From an optimization exercise on the open Yosys and OpenROAD flow, aimed at small area; shortcuts taken in it are not production practice. In this exercise RTL edits were held to simulation tests only and were not proved equivalent to the original.

## acdma_top
module acdma_top (
  input  logic         clk,
  input  logic         rst,
  input  logic [127:0] data_in,
  output logic [127:0] decoded_out
);
Settings: LEC_CHECK=0, CAP_MARGIN=20, CORE_MARGIN=2, CORE_UTILIZATION=60, PLACE_DENSITY=0.9, SLEW_MARGIN=20, SYNTH_HIERARCHICAL=1, SYNTH_MINIMUM_KEEP_SIZE=0; clock period 4.0 ns.
standard.sh (not shown) runs the stock make flow with config.mk's settings and CLKGATE_MAP_FILE= SYNTH_SCRIPT=/design/flow/synth_recipe.tcl, a recipe that flattens the netlist after the stock synthesis.
==> flow/flow/run.sh <==
#!/bin/bash
# The standard layout, with the smallest buffer on every input and output port
# instead of the flow's default choice, and clock tree synthesis without dummy
# loads and with smaller clock buffers.  make's output goes to flow_make.log.
set -euo pipefail
export BUFFER_PORTS_ARGS="-buffer_cell sky130_fd_sc_hd__buf_1"
export CTS_ARGS="-sink_clustering_enable -repair_clock_nets -dont_use_dummy_load -buf_list {sky130_fd_sc_hd__clkbuf_8 sky130_fd_sc_hd__clkbuf_16} -sink_clustering_size 30 -sink_clustering_max_diameter 100"
bash standard.sh > flow_make.log 2>&1
The starting point passed the timing, DRC and antenna checks.
Then changed:
==> flow/flow/run.sh (replaced) <==
#!/bin/bash
# The standard layout, with the smallest buffer on every input and output port
# instead of the flow's default choice, and clock tree synthesis without dummy
# loads and with smaller clock buffers.  make's output goes to flow_make.log.
set -euo pipefail
export BUFFER_PORTS_ARGS="-buffer_cell sky130_fd_sc_hd__buf_1"
export CTS_ARGS="-sink_clustering_enable -repair_clock_nets -dont_use_dummy_load -buf_list {sky130_fd_sc_hd__clkbuf_8} -sink_clustering_size 20 -sink_clustering_max_diameter 60"
bash standard.sh > flow_make.log 2>&1
--- a/flow/config.mk
+++ b/flow/config.mk
@@ -8,5 +8,5 @@
 export CAP_MARGIN = 20
 export CORE_MARGIN = 2
-export CORE_UTILIZATION = 60
+export CORE_UTILIZATION = 70
 export PLACE_DENSITY = 0.9
 export SLEW_MARGIN = 20
The changed run ran to the end with no violations; setup slack degrades by 0.056 ns; routed wire length goes down by a few percent; final cell count goes down by a few percent; cell area goes down slightly; first-iteration DRC count goes up slightly; synthesized area stays the same.

---

Starting RTL as in the previous note.
Design acdma_top, start of the top module:
module acdma_top (
  input  logic         clk,
  input  logic         rst,
  input  logic [127:0] data_in,
  output logic [127:0] decoded_out
);
Settings: LEC_CHECK=0, CAP_MARGIN=20, CORE_MARGIN=2, CORE_UTILIZATION=70, PLACE_DENSITY=0.7, SLEW_MARGIN=20, SYNTH_HIERARCHICAL=1, SYNTH_MINIMUM_KEEP_SIZE=0; clock period 4.0 ns.
==> flow/flow/run.sh <==
#!/bin/bash
# The standard layout, with the smallest buffer on every input and output port
# instead of the flow's default choice, and clock tree synthesis without dummy
# loads and with smaller clock buffers.  make's output goes to flow_make.log.
set -euo pipefail
export BUFFER_PORTS_ARGS="-buffer_cell sky130_fd_sc_hd__buf_1"
export CTS_ARGS="-sink_clustering_enable -repair_clock_nets -dont_use_dummy_load -buf_list {sky130_fd_sc_hd__clkbuf_8} -sink_clustering_size 20 -sink_clustering_max_diameter 60"
bash standard.sh > flow_make.log 2>&1
==> next run, changes <==
--- a/flow/flow/run.sh
+++ b/flow/flow/run.sh
@@ -6,3 +6,3 @@
 export BUFFER_PORTS_ARGS="-buffer_cell sky130_fd_sc_hd__buf_1"
-export CTS_ARGS="-sink_clustering_enable -repair_clock_nets -dont_use_dummy_load -buf_list {sky130_fd_sc_hd__clkbuf_8} -sink_clustering_size 20 -sink_clustering_max_diameter 60"
+export CTS_ARGS="-sink_clustering_enable -repair_clock_nets -dont_use_dummy_load -buf_list {sky130_fd_sc_hd__clkbuf_8 sky130_fd_sc_hd__clkbuf_16} -sink_clustering_size 30 -sink_clustering_max_diameter 100"
 bash standard.sh > flow_make.log 2>&1
CORE_UTILIZATION = 30   (was 70)
PLACE_DENSITY = 0.5   (was 0.7)
=>
- routed wire length went up by 19%
- die area rose by 130%
- via count fell by 2.2%
- critical path depth went up by 4
- setup slack gains 0.0078 ns
- design area is higher by 4.2%
- cell count went up by 25%

## re-timing with driven ports
The flow's constraints put no driver on any port. The routed layouts listed below were extracted and timed again, unchanged, in two steps. Step 1 assumes that a clkbuf_16 drives the clock port and a buf_2 every other input. Step 2 adds t to the input delays and takes it off the output delays; t is the mean of the earliest and latest rising clock arrival at the registers after step 1. Input paths then give back, and output paths get back, about the clock's delay inside the block. a / b / c = ideal ports / drivers / drivers and shift; a / b = the first two.
| run | t (ns) | slack for setup (ns) | worst setup path after step 2 | worst register clock-pin slew, ns | worst slew at a driven data input, ns |
|---|---|---|---|---|---|
| the first run of note 1 | 0.525 | 0.134 / 0.134 / 0.134 | register to register | 0.11 / 0.11 | 0.08 |
| the second run of note 1 | 0.566 | 0.078 / 0.078 / 0.078 | register to register | 0.12 / 0.12 | 0.04 |
| the first run of note 2 | 0.554 | 0.151 / 0.151 / 0.151 | register to register | 0.12 / 0.12 | 0.05 |
| the second run of note 2 | 0.525 | 0.159 / 0.159 / 0.159 | register to register | 0.11 / 0.11 | 0.06 |
After both steps every run listed still meets setup and hold.
